From an optimization exercise on the open Yosys and OpenROAD flow, aimed at small area; shortcuts taken in it are not production practice. Where RTL was checked, it was by simulation tests only, not by an equivalence proof against the original.

// cordic_pipe_rtl
module cordic_pipe_rtl( clock, reset, ce, angle_in, sin_out, cos_out, valid_out );
input clock, reset, ce;
input [11:0] angle_in;
output [11:0] sin_out, cos_out;
output valid_out;
reg [3:0] vcnt;
always @(posedge clock) if (reset) vcnt <= 4'd0; else if (ce && vcnt != 4'd15) vcnt <= vcnt + 4'd1;
assign valid_out = (vcnt == 4'd15);
reg signed [11:0] r0;
always @(posedge clock) if (ce) r0 <= angle_in;
wire d0 = r0 > 12'sd0;
wire d1 = d0 ? (r0 > 12'sd804) : (r0 > -12'sd804);
reg d2, d3;
always @* case ({d0,d1})
  2'b11: d2 = r0 > 12'sd1279; 2'b10: d2 = r0 > 12'sd329; 2'b01: d2 = r0 > -12'sd329; default: d2 = r0 > -12'sd1279;
endcase
always @* case ({d0,d1,d2})
  3'b111: d3 = r0 > 12'sd1530; 3'b110: d3 = r0 > 12'sd1028; 3'b101: d3 = r0 > 12'sd580;  3'b100: d3 = r0 > 12'sd78;
  3'b011: d3 = r0 > -12'sd78;  3'b010: d3 = r0 > -12'sd580; 3'b001: d3 = r0 > -12'sd1028; default: d3 = r0 > -12'sd1530;
endcase
reg [15:0] r1;
always @(posedge clock) if (ce) r1 <= {d0, d1, d2, d3, r0};
wire signed [12:0] t4;    
wire [15:0] t4_b0 = 16'h0000;
assign t4[0] = t4_b0[r1[15:12]];
wire [15:0] t4_b1 = 16'h9696;
assign t4[1] = t4_b1[r1[15:12]];
wire [15:0] t4_b2 = 16'he8e8;
assign t4[2] = t4_b2[r1[15:12]];
wire [15:0] t4_b3 = 16'h3cc3;
assign t4[3] = t4_b3[r1[15:12]];
wire [15:0] t4_b4 = 16'h3f03;
assign t4[4] = t4_b4[r1[15:12]];
wire [15:0] t4_b5 = 16'h3f03;
assign t4[5] = t4_b5[r1[15:12]];
wire [15:0] t4_b6 = 16'h30f3;
assign t4[6] = t4_b6[r1[15:12]];
wire [15:0] t4_b7 = 16'h3f03;
assign t4[7] = t4_b7[r1[15:12]];
wire [15:0] t4_b8 = 16'h6a56;
assign t4[8] = t4_b8[r1[15:12]];
wire [15:0] t4_b9 = 16'he631;
assign t4[9] = t4_b9[r1[15:12]];
wire [15:0] t4_b10 = 16'h1e0f;
assign t4[10] = t4_b10[r1[15:12]];
wire [15:0] t4_b11 = 16'hfe00;
assign t4[11] = t4_b11[r1[15:12]];
wire [15:0] t4_b12 = 16'hfe00;
assign t4[12] = t4_b12[r1[15:12]];
wire signed [11:0] q1 = r1[11:0];
wire signed [12:0] y4 = q1 + t4;
wire [6:0] v = y4[12] ? 7'd0 : (y4[11:8] != 4'd0) ? 7'd127 : y4[7:1];
reg [10:0] r2;
always @(posedge clock) if (ce) r2 <= {r1[15:12], v};
reg [10:0] r3;
always @(posedge clock) if (ce) r3 <= r2;
reg [10:0] r4;
always @(posedge clock) if (ce) r4 <= r3;
reg [10:0] r5;
always @(posedge clock) if (ce) r5 <= r4;
reg [10:0] r6;
always @(posedge clock) if (ce) r6 <= r5;
  ...
==> flow/config.mk <==
export PLATFORM = sky130hd
export DESIGN_NAME = cordic_pipe_rtl
export DESIGN_NICKNAME = cordic_pipe_rtl
export VERILOG_FILES = /design/flow/design.v
export SDC_FILE = /design/flow/constraint.sdc
export NUM_CORES = 4
export LEC_CHECK = 0
export ABC_AREA = 1
export CAP_MARGIN = 20
export CORE_MARGIN = 2
export CORE_UTILIZATION = 60
export SLEW_MARGIN = 20
==> flow/constraint.sdc <==
create_clock -name core_clock -period 5.0 [get_ports {clock}]
set_input_delay 1.0000 -clock core_clock [delete_from_list [all_inputs] [get_ports {clock}]]
set_output_delay 1.0000 -clock core_clock [all_outputs]
set_load 0.01 [all_outputs]
standard.sh (not shown) runs the stock make flow with config.mk's settings and CLKGATE_MAP_FILE= SYNTH_SCRIPT=/design/flow/synth_recipe.tcl, a recipe that flattens the netlist after the stock synthesis.
==> flow/flow/run.sh <==
#!/bin/bash
# Layout flow: the standard ORFS flow (standard.sh) with
#  - synthesis without the generic ABC pass that yosys's synth runs before full-adder
#    extraction (registers are unchanged; only the combinational mapping differs),
#  - a smaller clock tree: no dummy loads, clkbuf_8 leaf buffers, clusters of at most 16 sinks,
#  - buf_1 cells as the port buffers.
# Each tool's output goes to standard.log in this folder.
set -o pipefail
export SYNTH_ARGS="-noabc"
export CTS_ARGS="-sink_clustering_enable -repair_clock_nets -dont_use_dummy_load -buf_list sky130_fd_sc_hd__clkbuf_8 -sink_clustering_size 20 -sink_clustering_max_diameter 60"
export BUFFER_PORTS_ARGS="-buffer_cell sky130_fd_sc_hd__buf_1"
bash standard.sh > standard.log 2>&1
==> next run, changes <==
--- a/flow/flow/run.sh
+++ b/flow/flow/run.sh
@@ -9,3 +9,4 @@
 export SYNTH_ARGS="-noabc"
-export CTS_ARGS="-sink_clustering_enable -repair_clock_nets -dont_use_dummy_load -buf_list sky130_fd_sc_hd__clkbuf_8 -sink_clustering_size 20 -sink_clustering_max_diameter 60"
+export CTS_ARGS="-sink_clustering_enable -repair_clock_nets -dont_use_dummy_load -buf_list sky130_fd_sc_hd__clkbuf_8 -sink_clustering_size 16 -sink_clustering_max_diameter 60"
+export GPL_KEEP_OVERFLOW=0
 export BUFFER_PORTS_ARGS="-buffer_cell sky130_fd_sc_hd__buf_1"
Now the flow reached the layout checks and failed them: negative setup slack.
Worst setup slack gets worse by 0.16 ns.
Final cell count shrinks by 0.30%.
Hold slack improved by 0.0068 ns.
Die area is unchanged.
Wire length grows by 1.3%.
Area after synthesis stays the same.
First-iteration DRC count shrinks by 9.2%.
==> next run, changes <==
--- a/flow/flow/run.sh
+++ b/flow/flow/run.sh
@@ -10,3 +10,2 @@
 export CTS_ARGS="-sink_clustering_enable -repair_clock_nets -dont_use_dummy_load -buf_list sky130_fd_sc_hd__clkbuf_8 -sink_clustering_size 16 -sink_clustering_max_diameter 60"
-export GPL_KEEP_OVERFLOW=0
 export BUFFER_PORTS_ARGS="-buffer_cell sky130_fd_sc_hd__buf_1"
What happened: The changed run produced a clean layout. Synthesized area is unchanged. Global-route usage is higher by 0.15 points. Utilization is lower by 0.57 points. Wire length is lower slightly. Register-to-register slack gets better by 0.14 ns.
==> next run, changes <==
--- a/flow/config.mk
+++ b/flow/config.mk
@@ -11,2 +11,3 @@
 export CORE_UTILIZATION = 60
+export SETUP_SLACK_MARGIN = 0.1
 export SLEW_MARGIN = 20
Outcome: Register-to-register slack improves by 0.09 ns. Sequential share of layout area decreases by 0.20 points. Die area is unchanged. Wire length decreases by 0.71%. Global-route usage decreases by 0.76 points. Via count decreases by 0.34%. Fmax increases by 1.9%. Area after synthesis does not change.
==> next run, changes <==
--- a/flow/config.mk
+++ b/flow/config.mk
@@ -10,4 +10,3 @@
 export CORE_MARGIN = 2
-export CORE_UTILIZATION = 60
-export SETUP_SLACK_MARGIN = 0.1
+export CORE_UTILIZATION = 75
 export SLEW_MARGIN = 20
=> The new run finished but failed the layout checks on negative setup slack. Design area increases by 1.1%. Worst setup slack degrades by 0.97 ns. Clock skew fell by 0.020 ns. Wire length increases by about 50%. Final cell count is lower by about 2.3%. Clock-buffer cell count shrinks by 3. Worst hold slack improved by 0.040 ns. Die area drops by 20%. Area after synthesis stays the same.

---

## maple
Another version of the RTL of cordic_pipe_rtl (not shown whole).
Size in the first run: roughly 1500 cells after synthesis, ~270 flip-flops, roughly 17000 um2 of cells after synthesis.
Design cordic_pipe_rtl, start of the top module:
module cordic_pipe_rtl( clock, reset, ce, angle_in, sin_out, cos_out, valid_out );
input clock, reset, ce;
input [11:0] angle_in;
output [11:0] sin_out, cos_out;
output valid_out;
reg [3:0] vcnt;
always @(posedge clock) if (reset) vcnt <= 4'd0; else if (ce && vcnt != 4'd15) vcnt <= vcnt + 4'd1;
assign valid_out = (vcnt == 4'd15);
reg signed [11:0] r0;
always @(posedge clock) if (ce) r0 <= angle_in;
wire d0 = r0 > 12'sd0;
wire d1 = d0 ? (r0 > 12'sd804) : (r0 > -12'sd804);
reg d2, d3;
always @* case ({d0,d1})
  2'b11: d2 = r0 > 12'sd1279; 2'b10: d2 = r0 > 12'sd329; 2'b01: d2 = r0 > -12'sd329; default: d2 = r0 > -12'sd1279;
endcase
always @* case ({d0,d1,d2})
  3'b111: d3 = r0 > 12'sd1530; 3'b110: d3 = r0 > 12'sd1028; 3'b101: d3 = r0 > 12'sd580;  3'b100: d3 = r0 > 12'sd78;
  3'b011: d3 = r0 > -12'sd78;  3'b010: d3 = r0 > -12'sd580; 3'b001: d3 = r0 > -12'sd1028; default: d3 = r0 > -12'sd1530;
endcase
reg [15:0] r1;
always @(posedge clock) if (ce) r1 <= {d0, d1, d2, d3, r0};
wire signed [12:0] t4;    
wire [15:0] t4_b0 = 16'h0000;
assign t4[0] = t4_b0[r1[15:12]];
wire [15:0] t4_b1 = 16'h9696;
assign t4[1] = t4_b1[r1[15:12]];
wire [15:0] t4_b2 = 16'he8e8;
  ...
make LEC_CHECK=0 ABC_CLOCK_PERIOD_IN_PS=4400 CAP_MARGIN=20 CORE_MARGIN=2 CORE_UTILIZATION=60 SLEW_MARGIN=20 finish   # period 5.0 ns
run.sh (not shown) runs the stock make flow with config.mk's settings and CLKGATE_MAP_FILE= SYNTH_SCRIPT=/design/flow/synth_recipe.tcl, a recipe that flattens the netlist after the stock synthesis.
Stock flow here: none of the scripts above is used.
maple did not stop at any stage, and its layout met the timing, design-rule and antenna checks.
Input changes introduced in raven (baseline for comparison: maple):
Settings: removing ABC_CLOCK_PERIOD_IN_PS (formerly 4400); setting CTS_CLUSTER_DIAMETER to 60 for the first time; setting CTS_BUF_LIST to sky130_fd_sc_hd__clkbuf_8 for the first time; setting CTS_CLUSTER_SIZE to 16 for the first time.
==> flow/flow/run.sh (new file) <==
#!/bin/bash
# Layout flow: the standard ORFS flow with a smaller clock tree (no dummy loads,
# clkbuf_8 leaf buffers in clusters of at most 16 sinks) and buf_1 port buffers.
set -o pipefail
cp standard.sh standard_sh_copy.txt
export CTS_ARGS="-sink_clustering_enable -repair_clock_nets -dont_use_dummy_load -buf_list {sky130_fd_sc_hd__clkbuf_4 sky130_fd_sc_hd__clkbuf_8} -sink_clustering_size 14 -sink_clustering_max_diameter 60"
export BUFFER_PORTS_ARGS="-buffer_cell sky130_fd_sc_hd__buf_1"
bash standard.sh > standard.log 2>&1
==> flow/standard.sh (new file) <==
#!/bin/bash
# synth_recipe.tcl (not shown) runs the flow's synth.tcl, then flattens the netlist and writes it again
# the make line also repeats each setting of config.mk as NAME=value (left out here)
make -C /OpenROAD-flow-scripts/flow DESIGN_CONFIG=/design/flow/config.mk WORK_HOME=/design/flow/orfs CLKGATE_MAP_FILE= SYNTH_SCRIPT=/design/flow/synth_recipe.tcl "${@:-finish}"
removed: flow/run.sh
Results
Looking at the reports, raven completed the entire flow and the layout it produced met the timing, design-rule and antenna checks.
Taking maple as the reference, in raven first-pass GRT wire length now smaller; non-filler instance count after layout now smaller; share of the cycle needed by the critical path after routing now smaller.
Sort maple and raven by clock latency on the worst-skew pair desc -> top: raven
Delta(worst-case hold slack, raven - maple) > 0
Taking maple as the reference point, the met1 demand-to-capacity share in global routing of raven rises by 0.39 points.
Wire length for raven is lower than for maple.
A capturing instance or port of the critical path of rs14[10] is what maple shows, while rc14[10] belongs to raven.
Modified inputs, onyx compared to raven
Settings: CTS_BUF_LIST removed (was sky130_fd_sc_hd__clkbuf_8); CTS_CLUSTER_SIZE removed (was 16); ABC_AREA newly set to 1; CTS_CLUSTER_DIAMETER removed (was 60).
==> flow/flow/run.sh <==
#!/bin/bash
# Layout flow: the standard ORFS flow with a smaller clock tree (no dummy loads,
# clkbuf_8 leaf buffers in clusters of at most 16 sinks) and buf_1 port buffers.
set -o pipefail
cp standard.sh standard_sh_copy.txt
export CTS_ARGS="-sink_clustering_enable -repair_clock_nets -dont_use_dummy_load -buf_list sky130_fd_sc_hd__clkbuf_8 -sink_clustering_size 16 -sink_clustering_max_diameter 60"
export BUFFER_PORTS_ARGS="-buffer_cell sky130_fd_sc_hd__buf_1"
bash standard.sh > standard.log 2>&1
## What came out
- Run comparison: raven worst setup path endpoint rc14[10]; onyx worst setup path endpoint rs9[11]
- Per the comparison of onyx with raven, routed wire length increased about 1.8%; non-clock buffering overhead in the final layout decreased 0.24 points.
- Diff onyx and raven: share of the clock period used by the worst path after layout higher in onyx
- onyx vs. raven: final number of hold-violating endpoints saw little to no change; count of clock-buffer cells in the layout shows a reduction of 7.1%.

---

Another version of the RTL of cordic_pipe_rtl (not shown whole).
Size in the first run: about 1,600 cells after synthesis, ~40 I/O pins.
Design cordic_pipe_rtl, start of the top module:
module cordic_pipe_rtl( clock, reset, ce, angle_in, sin_out, cos_out, valid_out );
clock: 5.0 ns
lec_check: 0
abc_area: 1
cap_margin: 20
core_margin: 2
core_utilization: 60
cts_buf_list: sky130_fd_sc_hd__clkbuf_8
cts_cluster_diameter: 60
cts_cluster_size: 16
slew_margin: 20
Stock flow here: none of the scripts above is used.
The starting point produced a layout that fails on setup timing.
Change:
==> flow/flow/run.sh (new file) <==
#!/bin/bash
# Layout flow: the standard ORFS flow with a smaller clock tree (no dummy loads,
# clkbuf_8 leaf buffers in clusters of at most 16 sinks) and buf_1 port buffers.
set -o pipefail
cp standard.sh standard_sh_copy.txt
export CTS_ARGS="-sink_clustering_enable -repair_clock_nets -dont_use_dummy_load -buf_list sky130_fd_sc_hd__clkbuf_8 -sink_clustering_size 16 -sink_clustering_max_diameter 60"
export BUFFER_PORTS_ARGS="-buffer_cell sky130_fd_sc_hd__buf_1"
bash standard.sh > standard.log 2>&1
==> flow/standard.sh (new file) <==
#!/bin/bash
# synth_recipe.tcl (not shown) runs the flow's synth.tcl, then flattens the netlist and writes it again
# the make line also repeats each setting of config.mk as NAME=value (left out here)
make -C /OpenROAD-flow-scripts/flow DESIGN_CONFIG=/design/flow/config.mk WORK_HOME=/design/flow/orfs CLKGATE_MAP_FILE= SYNTH_SCRIPT=/design/flow/synth_recipe.tcl "${@:-finish}"
Settings changed: CTS_BUF_LIST sky130_fd_sc_hd__clkbuf_8 to not set, CTS_CLUSTER_DIAMETER 60 to not set, CTS_CLUSTER_SIZE 16 to not set, SETUP_SLACK_MARGIN set to 0.2, TNS_END_PERCENT set to 100.
removed: flow/run.sh
Outcome: The changed run completed, yet does not pass: setup timing; die area is unchanged; fmax is about the same; flip-flop and latch count is unchanged; setup slack loses 0.0083 ns; core utilization falls by 0.47 points; global-route usage shrinks by 0.42 points; synthesized area does not change; via count is higher by 0.50%; design area falls by 0.66%; critical path depth falls by 2; first-iteration DRC count goes up by 0.35%.
Function was not checked in any run of this note: the RTL went through the layout flow alone.

---

Setup of rev 12:
cordic_pipe_rtl, a different RTL version from the one above (not shown whole).
Size: ~230 flip-flops, roughly 40 I/O pins.
Settings: LEC_CHECK=0, ABC_AREA=1, CAP_MARGIN=20, CORE_MARGIN=2, CORE_UTILIZATION=60, PLACE_DENSITY=0.75, SLEW_MARGIN=20; clock period 5.0 ns.
standard.sh (not shown) runs the stock make flow with config.mk's settings and CLKGATE_MAP_FILE= SYNTH_SCRIPT=/design/flow/synth_recipe.tcl, a recipe that flattens the netlist after the stock synthesis.
==> flow/flow/run.sh <==
#!/bin/bash
# Layout flow: the standard ORFS flow (standard.sh) with
#  - synthesis without the generic ABC pass that yosys's synth runs before full-adder
#    extraction (registers are unchanged; only the combinational mapping differs),
#  - a smaller clock tree: no dummy loads, clkbuf_8 leaf buffers, clusters of at most 16 sinks,
#  - buf_1 cells as the port buffers.
# Each tool's output goes to standard.log in this folder.
set -o pipefail
export SYNTH_ARGS="-noabc"
export CTS_ARGS="-sink_clustering_enable -repair_clock_nets -dont_use_dummy_load -buf_list sky130_fd_sc_hd__clkbuf_8 -sink_clustering_size 20 -sink_clustering_max_diameter 60"
export BUFFER_PORTS_ARGS="-buffer_cell sky130_fd_sc_hd__buf_1"
bash standard.sh > standard.log 2>&1
### rev 12 -> rev 13
# rev 12
export LEC_CHECK = 0
export ABC_AREA = 1
export CAP_MARGIN = 20
export CORE_MARGIN = 2
export CORE_UTILIZATION = 60
export PLACE_DENSITY = 0.75
export SLEW_MARGIN = 20
create_clock -name core_clock -period 5.0 [get_ports {clock}]
# rev 13
export LEC_CHECK = 0
export ABC_AREA = 1
export CAP_MARGIN = 20
export CORE_MARGIN = 2
export CORE_UTILIZATION = 60
export SLEW_MARGIN = 20
create_clock -name core_clock -period 5.0 [get_ports {clock}]
diff --git a/flow/flow/run.sh b/flow/flow/run.sh
--- a/flow/flow/run.sh
+++ b/flow/flow/run.sh
@@ -3,5 +3,5 @@
 #  - synthesis without the generic ABC pass that yosys's synth runs before full-adder
 #    extraction (registers are unchanged; only the combinational mapping differs),
-#  - a smaller clock tree: no dummy loads, clkbuf_8 leaf buffers, clusters of at most 16 sinks,
+#  - a smaller clock tree: no dummy loads, clkbuf_8 leaf buffers, clusters of at most 20 sinks,
 #  - buf_1 cells as the port buffers.
 # Each tool's output goes to standard.log in this folder.
Notes after the runs:
Higher buffering stage count on the worst path with inverters included was reported by rev 13, not rev 12.
Multi-input gate share of total cell area was lower in the run labelled rev 12.
Compared with rev 12, rev 13 has extra setup slack.
Between rev 12 and rev 13, the flow reports via count decreasing slightly.
Measured against each other, rev 13 and rev 12 differ in number of global-route vias before repair, the higher figure coming from rev 12.

-- what the ideal ports hide --
The results above use ideal ports. As a check the final layouts listed here were re-extracted and re-timed, cells and wires unchanged.
Step 1, drivers: a clkbuf_16 drives clock and a buf_2 each remaining input, both assumed.
Step 2 times the ports against the registers' clock, not the clock port: input delays grow and output delays shrink by t, the midpoint of the rising clock arrivals with the driver on.
a / b / c = no drivers / after step 1 / after step 2; a / b = the first two.
run	t, ns	setup WS [ns]	worst setup path at the end
the first run of note 1	0.587	0.112 / 0.112 / 0.112	register to register
the second run of note 1	0.593	-0.050 / -0.050 / -0.050	register to register
the third run of note 1	0.588	0.088 / 0.088 / 0.088	register to register
the fourth run of note 1	0.585	0.181 / 0.181 / 0.181	register to register
the fifth run of note 1	0.579	-0.790 / -0.790 / -0.790	register to register
maple	0.589	0.247 / 0.247 / 0.247	register to register
raven	0.589	0.279 / 0.279 / 0.279	register to register
onyx	0.591	0.207 / 0.207 / 0.207	register to register
the first run of note 3	0.611	-0.261 / -0.261 / -0.261	register to register
the second run of note 3	0.602	-0.269 / -0.269 / -0.269	register to register
rev 12	0.574	0.118 / 0.118 / 0.118	register to register
rev 13	0.559	0.228 / 0.228 / 0.228	register to register
